This design comes from an exercise in tuning for small area, a short achievable clock period and few clock cycles on the open sky130 flow, not from production work. At most, simulation tests tie the RTL to the original design; equivalence was not proved. Power is estimated from default activity; no workload was simulated.

==> run a: inputs <==
// TopLevel
module TopLevel (
    input  logic        clk,
    input  logic        rst,
    output logic [31:0] imem_addr,
    input  logic [31:0] imem_rdata,
    output logic        dmem_we,
    output logic [3:0]  dmem_mask,
    output logic [31:0] dmem_addr,
    output logic [31:0] dmem_wdata,
    input  logic [31:0] dmem_rdata
);
clock: 130.0 ns
lec_check: 0
cap_margin: 20
core_margin: 2
core_utilization: 52
slew_margin: 20
synth_hierarchical: 1
standard.sh (not shown) runs the stock make flow with config.mk's settings and CLKGATE_MAP_FILE= SYNTH_SCRIPT=/design/flow/synth_recipe.tcl, a recipe that flattens the netlist after the stock synthesis.
==> flow/flow/run.sh <==
#!/bin/bash
set -euo pipefail
bash standard.sh \
  BUFFER_PORTS_ARGS="-buffer_cell sky130_fd_sc_hd__buf_4" \
  CTS_ARGS="-sink_clustering_enable -repair_clock_nets -dont_use_dummy_load -sink_clustering_size 28 -sink_clustering_max_diameter 95" \
  SETUP_SLACK_MARGIN=102.3 \
  finish > flow.log 2>&1
==> inputs of run b, as changes to run a <==
--- a/flow/design.v
+++ b/flow/design.v
@@ -247,15 +247,15 @@
     logic [31:0] res_m;          
     logic [31:0] sd_m;           
     logic [3:0]  mask_m;
     logic        we_m;           
     logic        wen_m;          
     logic        ld_m;           
     logic [4:0]  rd_m;
-    logic [13:0] lsel_m;         
+    logic [9:0]  lsel_m;         
     assign imem_addr  = {pc_f, 2'b00};
     assign dmem_we    = we_m;
     assign dmem_mask  = mask_m;
     assign dmem_addr  = res_m;
     assign dmem_wdata = sd_m;
     wire [4:0] opc      = ir[6:2];
     wire       op_lui   = (opc == 5'b01101);
@@ -354,31 +354,25 @@
     always_comb begin
         if (op_jal | op_jalr)          xres = {link, 2'b00};
         else if (is_mdu)               xres = md_res;
         else if (op_reg | op_imm)      xres = alu;
         else                           xres = sum[31:0];
     end
     wire        l_b = (f3[1:0] == 2'b00), l_h = (f3[1:0] == 2'b01), l_w = f3[1];
-    wire        l_s = ~f3[2];                        
     wire [1:0]  la  = sum[1:0];
-    wire [3:0]  lane = {la == 2'd3, la == 2'd2, la == 2'd1, la == 2'd0};
-    wire [13:0] lsel = {
-        l_s & l_b & lane[3],                         
-        l_s & l_b & lane[1],                         
+    wire [9:0]  lsel = {
+        l_b & ~f3[2],                                
+        l_h & ~f3[2],                                
         l_w,                                         
         l_h & la[1],                                 
         (l_h & ~la[1]) | l_w,                        
-        l_s & ((l_b & lane[3]) | (l_h & la[1])),     
-        l_s & l_b & lane[2],                         
-        l_s & ((l_b & lane[1]) | (l_h & ~la[1])),    
-        l_s & l_b & lane[0],                         
-        ~l_w & lane[3],                              
-        ~l_w & lane[2],                              
-        ~l_w & lane[1],                              
-        l_w | lane[0],                               
+        ~l_w & (la == 2'd3),                         
+        ~l_w & (la == 2'd2),                         
+        ~l_w & (la == 2'd1),                         
+        l_w | (la == 2'd0),                          
         1'b0};                                       
     logic [31:0] sd;
     logic [3:0]  mask;
     always_comb begin
         if (f3[1]) begin
             sd = rs2v; mask = 4'b1111;
         end else if (f3[0]) begin
@@ -421,15 +415,15 @@
             wen_m <= md_wr | (go & writes & ~md_away);
             ld_m  <= go & op_load & writes;
         end
         res_m  <= md_wr ? md_res : xres;
         sd_m   <= sd;
         mask_m <= mask;
         rd_m   <= md_wr ? md_rd : rd;
-        lsel_m <= (go & op_load & writes & ~md_wr) ? lsel : 14'd1;
+        lsel_m <= (go & op_load & writes & ~md_wr) ? lsel : 10'b00_0000_0001;
     end
     ld_wb u_ldwb (.sel(lsel_m), .d(dmem_rdata), .r(res_m), .wb(wb));
 endmodule
 module fetch_predict (
     input  logic [31:0] fi,
     input  logic [10:2] pc_lo,
     input  logic        x_alu,       
@@ -474,20 +468,22 @@
     input  logic [10:2] a,
     input  logic [10:2] b,
     output logic [10:2] y
 );
     assign y = sel ? a : b;
 endmodule
 module ld_wb (
-    input  logic [13:0] sel,
+    input  logic [9:0]  sel,
     input  logic [31:0] d,
     input  logic [31:0] r,
     output logic [31:0] wb
 );
-    wire ext_lo = (sel[5] & d[7]) | (sel[12] & d[15]) | (sel[7] & d[23]) | (sel[13] & d[31]);
-    wire ext_hi = (sel[5] & d[7]) | (sel[6] & d[15]) | (sel[7] & d[23]) | (sel[8] & d[31]);
+    wire sign_b = (sel[1] & d[7]) | (sel[2] & d[15]) | (sel[3] & d[23]) | (sel[4] & d[31]);
+    wire sign_h = (sel[5] & d[15]) | (sel[6] & d[31]);
+    wire ext_b  = sel[9] & sign_b;
+    wire ext_h  = sel[8] & sign_h;
     assign wb[7:0]   = ({8{sel[1]}} & d[7:0]) | ({8{sel[2]}} & d[15:8]) | ({8{sel[3]}} & d[23:16])
                      | ({8{sel[4]}} & d[31:24]) | ({8{sel[0]}} & r[7:0]);
-    assign wb[15:8]  = ({8{sel[9]}} & d[15:8]) | ({8{sel[10]}} & d[31:24]) | {8{ext_lo}}
+    assign wb[15:8]  = ({8{sel[5]}} & d[15:8]) | ({8{sel[6]}} & d[31:24]) | {8{ext_b}}
                      | ({8{sel[0]}} & r[15:8]);
-    assign wb[31:16] = ({16{sel[11]}} & d[31:16]) | {16{ext_hi}} | ({16{sel[0]}} & r[31:16]);
+    assign wb[31:16] = ({16{sel[7]}} & d[31:16]) | {16{ext_h | ext_b}} | ({16{sel[0]}} & r[31:16]);
 endmodule
==> flow/flow/run.sh (replaced) <==
#!/bin/bash
set -euo pipefail
bash standard.sh \
  BUFFER_PORTS_ARGS="-buffer_cell sky130_fd_sc_hd__buf_4" \
  CTS_ARGS="-sink_clustering_enable -repair_clock_nets -dont_use_dummy_load -sink_clustering_size 24 -sink_clustering_max_diameter 80" \
  SETUP_SLACK_MARGIN=102.3 \
  finish > flow.log 2>&1
CAP_MARGIN = 5   (was 20)
SLEW_MARGIN = 5   (was 20)
==> run notes <==
Against run b, the worst hold slack of run a is lower by 35 ps.
Of run a and run b, run a has the higher synthesized cell count (gap about 1.1%, measured against run b).
Against run b, the sequential cell count of run a is higher by 4.
In area after synthesis, run a and run b hardly differ.
Of run a and run b, run a has the higher combinational power (gap about 2%, measured against run b).
Against run b, the utilization of run a is lower by 0.24 points.
Of run b and run a, run a has the higher fmax (gap about 1.3%, measured against run a).
Count of clock-buffer cells in the layout: run a is lower than run b (16).
Critical path depth: run b is higher than run a (3).
Run a went through all stages and came out clean. Run b completed and failed the layout checks on max-capacitance violations, max-slew violations.
==> figures <==
|  | run b | run a |
|---|---|---|
| Met2 global-route usage | 0.694 | 0.668 |
| Clock buffers created by TritonCTS | 77 | 61 |
| Antenna Diode Count | 26 | 41 |
| Clk pwr share | 0.176 | 0.159 |
| Storage element area | 36,600 um^2 | 36,700 um^2 |
| Internal reg-to-reg setup slack | 107,830 ps | 107,690 ps |
| Status | complete, but fails checks | timing/DRC/antenna clean |
| Violated checks | max-capacitance violations, max-slew violations | - |
| Period utilization | 0.216 | 0.213 |
| Sequential share of power | 0.397 | 0.401 |
| Area Overhead vs Synth | 9.37% | 8.80% |
| Worst Hold Slack | 514 ps | 479 ps |
| Worst-margin pin slew | 1580 ps | 1310 ps |
| Arrival time of data at the critical path endpoint | 28,200 ps | 1730 ps |
| Largest fanout on the critical path | 31 | 2 |
| Worst vdd rail ir drop | 0.0000142 V | 0.0000179 V |
| Count of clock tree sinks | 1,282 | 1,286 |
| Switching power total | 0.558 mW | 0.566 mW |
| Critical path destination | regfile.regs[504] | dmem_addr[6] |
| Critical register-to-register path endpoint | pc_f[6] | pc_f[4] |
| Clock latency on the worst-skew pair | 790 ps | 830 ps |
Testbench counts of run a, summed over its fixed seeds: cycles 49,025.
Testbench counts of run b, summed over its fixed seeds: cycles 49,025.

* * *

==> inputs of v31 <==
Another version of the RTL of TopLevel (not shown whole).
Settings: LEC_CHECK=0, CAP_MARGIN=20, CORE_MARGIN=2, CORE_UTILIZATION=45, SLEW_MARGIN=20, SYNTH_HIERARCHICAL=1; clock period 130.0 ns.
==> flow/flow/run.sh <==
#!/bin/bash
set -euo pipefail
bash standard.sh \
  BUFFER_PORTS_ARGS="-buffer_cell sky130_fd_sc_hd__buf_4" \
  SETUP_SLACK_MARGIN=102.5 \
  finish > flow.log 2>&1
==> v21 (differences from v31) <==
--- a/flow/design.v
+++ b/flow/design.v
@@ -347,13 +347,12 @@
     wire [31:2] link  = pred_x ? pc_t : pc_f;
     logic        predict;
     logic [10:2] pt_lo;
     wire x_alu = go & writes & (op_imm | (op_reg & ~is_mdu) | op_lui | op_auipc);
     fetch_predict u_fpred (.fi(imem_rdata), .pc_lo(pc_f[10:2]), .x_alu(x_alu), .x_rd(rd),
                            .x_zero(xres == 32'd0), .x_neg(xres[31]), .predict(predict), .pt_lo(pt_lo));
-    wire [31:2] ptgt = {pc_f[31:11], pt_lo};
     logic [31:0] xres;
     always_comb begin
         if (op_jal | op_jalr)          xres = {link, 2'b00};
         else if (is_mdu)               xres = md_res;
         else if (op_reg | op_imm)      xres = alu;
         else                           xres = sum[31:0];
@@ -376,24 +375,25 @@
     always_comb begin
         if (rst)             pc_alt = 30'd0;
         else if (stall)      pc_alt = pc_f;
         else if (go & redir) pc_alt = tgt;
         else                 pc_alt = pc_n;
     end
-    wire pred_ok = ~rst & ~stall & ~(go & redir);
-    pc_select u_pcsel (.sel(predict & pred_ok), .a(ptgt), .b(pc_alt), .y(pc_d));
+    wire pred_ok = ~rst & ~stall & ~(go & redir) & ~(&pc_f[10:2]);
+    pc_select u_pcsel (.sel(predict & pred_ok), .a(pt_lo), .b(pc_alt[10:2]), .y(pc_d[10:2]));
+    assign pc_d[31:11] = pc_alt[31:11];
     always_ff @(posedge clk) begin
         pc_f <= pc_d;
         if (rst)         v_x <= 1'b0;
         else if (!stall) v_x <= ~(go & redir);
     end
     always_ff @(posedge clk)
         if (!stall) begin
             ir   <= imem_rdata[31:2];
             pc_x   <= pc_f;
-            pred_x <= predict;
+            pred_x <= predict & pred_ok;
         end
     always_ff @(posedge clk) begin
         if (rst) begin
             we_m  <= 1'b0;
             wen_m <= 1'b0;
             ld_m  <= 1'b0;
@@ -426,30 +426,44 @@
     input  logic [4:0]  x_rd,
     input  logic        x_zero,      
     input  logic        x_neg,       
     output logic        predict,
     output logic [10:2] pt_lo
 );
-    wire        f_br  = (fi[6:2] == 5'b11000) & (fi[7] == fi[31]);      
-    wire        f_jal = (fi[6:2] == 5'b11011) & ({fi[19:12], fi[20]} == {9{fi[31]}});
+    wire        f_br  = (fi[6:2] == 5'b11000) & (fi[7] == fi[31]);
     wire        s1 = x_alu & (fi[19:15] == x_rd) & (fi[24:20] == 5'd0);
     wire        s2 = x_alu & (fi[24:20] == x_rd) & (fi[19:15] == 5'd0);
     logic       lt, taken;
     always_comb begin
         if (s1) lt = fi[13] ? 1'b0 : x_neg;
         else    lt = fi[13] ? ~x_zero : (~x_neg & ~x_zero);
         taken = (fi[14] ? lt : x_zero) ^ fi[12];
     end
     wire        known = s1 | s2;
-    wire [10:2] f_imm = {fi[30:25], fi[2] ? fi[24:22] : fi[11:9]};
-    logic       c;
-    add_bk #(9) u_add (.a(pc_lo), .b(f_imm), .ci(1'b0), .s(pt_lo), .co(c));
-    assign predict = ((f_br & (known ? taken : fi[31])) | f_jal) & (c == fi[31]);
+    logic       c, c_unused;
+    add_bk #(9) u_add (.a(pc_lo), .b({fi[30:25], fi[11:9]}), .ci(1'b0), .s(pt_lo), .co(c_unused));
+    carry9 u_c (.a(pc_lo), .b({fi[30:25], fi[11:9]}), .c(c));
+    assign predict = f_br & (known ? taken : fi[31]) & (c == fi[31]);
+endmodule
+module carry9 (
+    input  logic [8:0] a,
+    input  logic [8:0] b,
+    output logic       c
+);
+    wire [8:0] g = a & b;
+    wire [8:0] p = a | b;
+    logic [2:0] gg, pp;
+    always_comb
+        for (int k = 0; k < 3; k++) begin
+            gg[k] = g[3*k+2] | (p[3*k+2] & g[3*k+1]) | (p[3*k+2] & p[3*k+1] & g[3*k]);
+            pp[k] = p[3*k+2] & p[3*k+1] & p[3*k];
+        end
+    assign c = gg[2] | (pp[2] & gg[1]) | (pp[2] & pp[1] & gg[0]);
 endmodule
 module pc_select (
     input  logic        sel,
-    input  logic [31:2] a,
-    input  logic [31:2] b,
-    output logic [31:2] y
+    input  logic [10:2] a,
+    input  logic [10:2] b,
+    output logic [10:2] y
 );
     assign y = sel ? a : b;
 endmodule
==> flow/flow/run.sh (replaced) <==
#!/bin/bash
set -euo pipefail
bash standard.sh \
  BUFFER_PORTS_ARGS="-buffer_cell sky130_fd_sc_hd__buf_4" \
  CTS_ARGS="-sink_clustering_enable -repair_clock_nets -dont_use_dummy_load -sink_clustering_size 30 -sink_clustering_max_diameter 100" \
  SETUP_SLACK_MARGIN=102 \
  finish > flow.log 2>&1
Settings changed: CORE_UTILIZATION 45 to 52.
==> v20 (differences from v31) <==
--- a/flow/design.v
+++ b/flow/design.v
@@ -248,13 +248,13 @@
     logic [31:0] sd_m;           
     logic [3:0]  mask_m;
     logic        we_m;           
     logic        wen_m;          
     logic        ld_m;           
     logic [4:0]  rd_m;
-    logic [2:0]  lf3_m;          
+    logic [9:0]  lsel_m;         
     assign imem_addr  = {pc_f, 2'b00};
     assign dmem_we    = we_m;
     assign dmem_mask  = mask_m;
     assign dmem_addr  = res_m;
     assign dmem_wdata = sd_m;
     wire [4:0] opc      = ir[6:2];
@@ -347,20 +347,32 @@
     wire [31:2] link  = pred_x ? pc_t : pc_f;
     logic        predict;
     logic [10:2] pt_lo;
     wire x_alu = go & writes & (op_imm | (op_reg & ~is_mdu) | op_lui | op_auipc);
     fetch_predict u_fpred (.fi(imem_rdata), .pc_lo(pc_f[10:2]), .x_alu(x_alu), .x_rd(rd),
                            .x_zero(xres == 32'd0), .x_neg(xres[31]), .predict(predict), .pt_lo(pt_lo));
-    wire [31:2] ptgt = {pc_f[31:11], pt_lo};
     logic [31:0] xres;
     always_comb begin
         if (op_jal | op_jalr)          xres = {link, 2'b00};
         else if (is_mdu)               xres = md_res;
         else if (op_reg | op_imm)      xres = alu;
         else                           xres = sum[31:0];
     end
+    wire        l_b = (f3[1:0] == 2'b00), l_h = (f3[1:0] == 2'b01), l_w = f3[1];
+    wire [1:0]  la  = sum[1:0];
+    wire [9:0]  lsel = {
+        l_b & ~f3[2],                                
+        l_h & ~f3[2],                                
+        l_w,                                         
+        l_h & la[1],                                 
+        (l_h & ~la[1]) | l_w,                        
+        ~l_w & (la == 2'd3),                         
+        ~l_w & (la == 2'd2),                         
+        ~l_w & (la == 2'd1),                         
+        l_w | (la == 2'd0),                          
+        1'b0};                                       
     logic [31:0] sd;
     logic [3:0]  mask;
     always_comb begin
         if (f3[1]) begin
             sd = rs2v; mask = 4'b1111;
         end else if (f3[0]) begin
@@ -376,24 +388,25 @@
     always_comb begin
         if (rst)             pc_alt = 30'd0;
         else if (stall)      pc_alt = pc_f;
         else if (go & redir) pc_alt = tgt;
         else                 pc_alt = pc_n;
     end
-    wire pred_ok = ~rst & ~stall & ~(go & redir);
-    pc_select u_pcsel (.sel(predict & pred_ok), .a(ptgt), .b(pc_alt), .y(pc_d));
+    wire pred_ok = ~rst & ~stall & ~(go & redir) & ~(&pc_f[10:2]);
+    pc_select u_pcsel (.sel(predict & pred_ok), .a(pt_lo), .b(pc_alt[10:2]), .y(pc_d[10:2]));
+    assign pc_d[31:11] = pc_alt[31:11];
     always_ff @(posedge clk) begin
         pc_f <= pc_d;
         if (rst)         v_x <= 1'b0;
         else if (!stall) v_x <= ~(go & redir);
     end
     always_ff @(posedge clk)
         if (!stall) begin
             ir   <= imem_rdata[31:2];
             pc_x   <= pc_f;
-            pred_x <= predict;
+            pred_x <= predict & pred_ok;
         end
     always_ff @(posedge clk) begin
         if (rst) begin
             we_m  <= 1'b0;
             wen_m <= 1'b0;
             ld_m  <= 1'b0;
@@ -403,53 +416,74 @@
             ld_m  <= go & op_load & writes;
         end
         res_m  <= md_wr ? md_res : xres;
         sd_m   <= sd;
         mask_m <= mask;
         rd_m   <= md_wr ? md_rd : rd;
-        lf3_m  <= f3;
+        lsel_m <= (go & op_load & writes & ~md_wr) ? lsel : 10'b00_0000_0001;
     end
-    wire [31:0] ld_sh = dmem_rdata >> {res_m[1:0], 3'b000};
-    logic [31:0] ldata;
-    always_comb begin
-        case (lf3_m[1:0])
-            2'b00:   ldata = {{24{~lf3_m[2] & ld_sh[7]}},  ld_sh[7:0]};
-            2'b01:   ldata = {{16{~lf3_m[2] & ld_sh[15]}}, ld_sh[15:0]};
-            default: ldata = dmem_rdata;
-        endcase
-    end
-    assign wb = ld_m ? ldata : res_m;
+    ld_wb u_ldwb (.sel(lsel_m), .d(dmem_rdata), .r(res_m), .wb(wb));
 endmodule
 module fetch_predict (
     input  logic [31:0] fi,
     input  logic [10:2] pc_lo,
     input  logic        x_alu,       
     input  logic [4:0]  x_rd,
     input  logic        x_zero,      
     input  logic        x_neg,       
     output logic        predict,
     output logic [10:2] pt_lo
 );
-    wire        f_br  = (fi[6:2] == 5'b11000) & (fi[7] == fi[31]);      
-    wire        f_jal = (fi[6:2] == 5'b11011) & ({fi[19:12], fi[20]} == {9{fi[31]}});
+    wire        f_br  = (fi[6:2] == 5'b11000) & (fi[7] == fi[31]);
     wire        s1 = x_alu & (fi[19:15] == x_rd) & (fi[24:20] == 5'd0);
     wire        s2 = x_alu & (fi[24:20] == x_rd) & (fi[19:15] == 5'd0);
     logic       lt, taken;
     always_comb begin
         if (s1) lt = fi[13] ? 1'b0 : x_neg;
         else    lt = fi[13] ? ~x_zero : (~x_neg & ~x_zero);
         taken = (fi[14] ? lt : x_zero) ^ fi[12];
     end
     wire        known = s1 | s2;
-    wire [10:2] f_imm = {fi[30:25], fi[2] ? fi[24:22] : fi[11:9]};
-    logic       c;
-    add_bk #(9) u_add (.a(pc_lo), .b(f_imm), .ci(1'b0), .s(pt_lo), .co(c));
-    assign predict = ((f_br & (known ? taken : fi[31])) | f_jal) & (c == fi[31]);
+    logic       c, c_unused;
+    add_bk #(9) u_add (.a(pc_lo), .b({fi[30:25], fi[11:9]}), .ci(1'b0), .s(pt_lo), .co(c_unused));
+    carry9 u_c (.a(pc_lo), .b({fi[30:25], fi[11:9]}), .c(c));
+    assign predict = f_br & (known ? taken : fi[31]) & (c == fi[31]);
+endmodule
+module carry9 (
+    input  logic [8:0] a,
+    input  logic [8:0] b,
+    output logic       c
+);
+    wire [8:0] g = a & b;
+    wire [8:0] p = a | b;
+    logic [2:0] gg, pp;
+    always_comb
+        for (int k = 0; k < 3; k++) begin
+            gg[k] = g[3*k+2] | (p[3*k+2] & g[3*k+1]) | (p[3*k+2] & p[3*k+1] & g[3*k]);
+            pp[k] = p[3*k+2] & p[3*k+1] & p[3*k];
+        end
+    assign c = gg[2] | (pp[2] & gg[1]) | (pp[2] & pp[1] & gg[0]);
 endmodule
 module pc_select (
     input  logic        sel,
-    input  logic [31:2] a,
-    input  logic [31:2] b,
-    output logic [31:2] y
+    input  logic [10:2] a,
+    input  logic [10:2] b,
+    output logic [10:2] y
 );
     assign y = sel ? a : b;
 endmodule
+module ld_wb (
+    input  logic [9:0]  sel,
+    input  logic [31:0] d,
+    input  logic [31:0] r,
+    output logic [31:0] wb
+);
+    wire sign_b = (sel[1] & d[7]) | (sel[2] & d[15]) | (sel[3] & d[23]) | (sel[4] & d[31]);
+    wire sign_h = (sel[5] & d[15]) | (sel[6] & d[31]);
+    wire ext_b  = sel[9] & sign_b;
+    wire ext_h  = sel[8] & sign_h;
+    assign wb[7:0]   = ({8{sel[1]}} & d[7:0]) | ({8{sel[2]}} & d[15:8]) | ({8{sel[3]}} & d[23:16])
+                     | ({8{sel[4]}} & d[31:24]) | ({8{sel[0]}} & r[7:0]);
+    assign wb[15:8]  = ({8{sel[5]}} & d[15:8]) | ({8{sel[6]}} & d[31:24]) | {8{ext_b}}
+                     | ({8{sel[0]}} & r[15:8]);
+    assign wb[31:16] = ({16{sel[7]}} & d[31:16]) | {16{ext_h | ext_b}} | ({16{sel[0]}} & r[31:16]);
+endmodule
==> flow/flow/run.sh (replaced) <==
#!/bin/bash
set -euo pipefail
bash standard.sh \
  BUFFER_PORTS_ARGS="-buffer_cell sky130_fd_sc_hd__buf_4" \
  CTS_ARGS="-sink_clustering_enable -repair_clock_nets -dont_use_dummy_load -sink_clustering_size 24 -sink_clustering_max_diameter 80" \
  SETUP_SLACK_MARGIN=102.3 \
  finish > flow.log 2>&1
Settings changed: CORE_UTILIZATION 45 to 52.
==> v17 (differences from v31) <==
--- a/flow/design.v
+++ b/flow/design.v
@@ -344,15 +344,13 @@
                            .s(pc_t), .co(pc_t_co));
     inc_rc #(30) u_pc_inc (.a(pc_f), .ci(1'b1), .s(pc_n));
     wire [31:2] tgt   = op_jalr ? sum[31:2] : pc_t;
     wire [31:2] link  = pred_x ? pc_t : pc_f;
     logic        predict;
     logic [10:2] pt_lo;
-    wire x_alu = go & writes & (op_imm | (op_reg & ~is_mdu) | op_lui | op_auipc);
-    fetch_predict u_fpred (.fi(imem_rdata), .pc_lo(pc_f[10:2]), .x_alu(x_alu), .x_rd(rd),
-                           .x_zero(xres == 32'd0), .x_neg(xres[31]), .predict(predict), .pt_lo(pt_lo));
+    fetch_predict u_fpred (.fi(imem_rdata), .pc_lo(pc_f[10:2]), .predict(predict), .pt_lo(pt_lo));
     wire [31:2] ptgt = {pc_f[31:11], pt_lo};
     logic [31:0] xres;
     always_comb begin
         if (op_jal | op_jalr)          xres = {link, 2'b00};
         else if (is_mdu)               xres = md_res;
         else if (op_reg | op_imm)      xres = alu;
@@ -419,34 +417,21 @@
     end
     assign wb = ld_m ? ldata : res_m;
 endmodule
 module fetch_predict (
     input  logic [31:0] fi,
     input  logic [10:2] pc_lo,
-    input  logic        x_alu,       
-    input  logic [4:0]  x_rd,
-    input  logic        x_zero,      
-    input  logic        x_neg,       
     output logic        predict,
     output logic [10:2] pt_lo
 );
-    wire        f_br  = (fi[6:2] == 5'b11000) & (fi[7] == fi[31]);      
+    wire        f_br  = (fi[6:2] == 5'b11000) & fi[31] & fi[7];
     wire        f_jal = (fi[6:2] == 5'b11011) & ({fi[19:12], fi[20]} == {9{fi[31]}});
-    wire        s1 = x_alu & (fi[19:15] == x_rd) & (fi[24:20] == 5'd0);
-    wire        s2 = x_alu & (fi[24:20] == x_rd) & (fi[19:15] == 5'd0);
-    logic       lt, taken;
-    always_comb begin
-        if (s1) lt = fi[13] ? 1'b0 : x_neg;
-        else    lt = fi[13] ? ~x_zero : (~x_neg & ~x_zero);
-        taken = (fi[14] ? lt : x_zero) ^ fi[12];
-    end
-    wire        known = s1 | s2;
     wire [10:2] f_imm = {fi[30:25], fi[2] ? fi[24:22] : fi[11:9]};
     logic       c;
     add_bk #(9) u_add (.a(pc_lo), .b(f_imm), .ci(1'b0), .s(pt_lo), .co(c));
-    assign predict = ((f_br & (known ? taken : fi[31])) | f_jal) & (c == fi[31]);
+    assign predict = (f_br | f_jal) & (c == fi[31]);
 endmodule
 module pc_select (
     input  logic        sel,
     input  logic [31:2] a,
     input  logic [31:2] b,
     output logic [31:2] y
==> flow/run.sh (new file) <==
#!/bin/bash
# synth_recipe.tcl (not shown) runs the flow's synth.tcl, then flattens the netlist and writes it again
# the make line also repeats each setting of config.mk as NAME=value (left out here)
make -C /OpenROAD-flow-scripts/flow DESIGN_CONFIG=/design/flow/config.mk WORK_HOME=/design/flow/orfs CLKGATE_MAP_FILE= SYNTH_SCRIPT=/design/flow/synth_recipe.tcl finish
removed: flow/flow/run.sh
removed: flow/standard.sh
==> flow_summary.json <==
{
  "status": "timing/DRC/antenna clean",
  "clock_latency_ns": 0.84,
  "cts.clk_slew.worst_paths_ns": 0.06,
  "pwr-share-comb_pct": 40.2,
  "antenna_found_initial": 29,
  "tightest_slew_ns": 1.28,
  "final_util_pct": 52.1,
  "grt-busiest-layer": "met2",
  "rsz0062_at_grt": "true",
  "power_uw": 1580,
  "yosys_warnings": 20,
  "buffer_area_share_pct": 4.55
}
# the run above: v31

==> flow_summary.json <==
{
  "status": "timing/DRC/antenna clean",
  "fillers": 15200,
  "grt-busiest-layer": "met1",
  "num-multi-input-gates": 4633,
  "routed-wl-met2_um": 145000,
  "use_met1_pct": 55.9,
  "globalplace.congestion": 1.09,
  "largest_reg_flops": 992,
  "yosys_warnings": 19,
  "critPathSlowestCell": "clkdlybuf4s50_1",
  "tightest_slew_ns": 1.37,
  "design_area_um2": 87800,
  "power_uw": 1540,
  "pwr-share-comb_pct": 39.1,
  "cts.clk_slew.worst_paths_ns": 0.08,
  "rsz0062_at_grt": "false",
  "antenna_found_initial": 36
}
# the run above: v17

==> flow_summary.json <==
{
  "clock_latency_ns": 0.77,
  "numPlacedInstances": 8799,
  "pwr-share-comb_pct": 44.6,
  "grt_usage_pct": 44.6,
  "buffer_area_share_pct": 3.87,
  "antenna_found_initial": 32,
  "power_uw": 1330,
  "tightest_slew_ns": 1.25,
  "grt-busiest-layer": "met1",
  "final_util_pct": 56.9,
  "clkPwrFrac_pct": 15.3,
  "cts.clk_slew.worst_paths_ns": 0.09,
  "status": "timing/DRC/antenna clean",
  "critPathMaxStageDelay_ns": 0.70,
  "yosys_warnings": 21,
  "cp_num_buf_inv": 2,
  "rsz0062_at_grt": "false"
}
# the run above: v21

==> flow_summary.json <==
{
  "status": "timing/DRC/antenna clean",
  "layout_worst_path_cycle_share_pct": 21.4,
  "worst-endpoint-required_ns": 130.16,
  "pwr-share-comb_pct": 42.7,
  "slew_violations": 0,
  "yosys_warnings": 21,
  "grt-busiest-layer": "met2",
  "antenna_found_initial": 38,
  "rsz0062_at_grt": "true",
  "final_util_pct": 57.3,
  "buffer_area_share_pct": 4.20,
  "tightest_slew_ns": 1.39,
  "cts.clk_slew.worst_paths_ns": 0.06,
  "power_uw": 1370,
  "seq_cell_count": 1282
}
# the run above: v20

Testbench counts of v21, summed over its fixed seeds: cycles 49,025.
Testbench counts of v20, summed over its fixed seeds: cycles 49,025.
Testbench counts of v17, summed over its fixed seeds: cycles 49,680.
The RTL of v31 was laid out without a check of its function.

## static timing again, ports no longer ideal
The flow's constraints put no driver on any port. The routed layouts listed below were extracted and timed again, unchanged, in two steps.
Step 1 sets driving cells, clkbuf_16 on the clock port and buf_2 on the other inputs (assumed; they add their load-dependent delay and slew).
Step 2 times the ports against the registers' clock, not the clock port: input delays grow and output delays shrink by t, the midpoint of the rising clock arrivals with the driver on.
Slacks: no drivers / after step 1 / after step 2; pairs: no drivers / after step 1.
run | shift t [ns] | slack for setup (ns) | worst setup path at the end | slew at the worst register clock pin (ns)
run a | 0.840 | 102.273 / 102.180 / 101.525 | input to register | 0.12 / 0.12
run b | 0.815 | 101.919 / 101.955 / 101.140 | input to register | 0.11 / 0.11
v31 | 0.895 | 101.730 / 101.774 / 100.879 | input to register | 0.07 / 0.07
v21 | 0.786 | 101.947 / 101.928 / 101.214 | input to register | 0.12 / 0.12
v20 | 0.808 | 102.139 / 102.166 / 101.358 | input to register | 0.10 / 0.10
v17 | 0.875 | 100.434 / 100.493 / 99.618 | input to register | 0.08 / 0.08
For v31, which loses most, drivers alone change the setup slack by +0.044 ns; drivers and shift together by -0.851 ns.
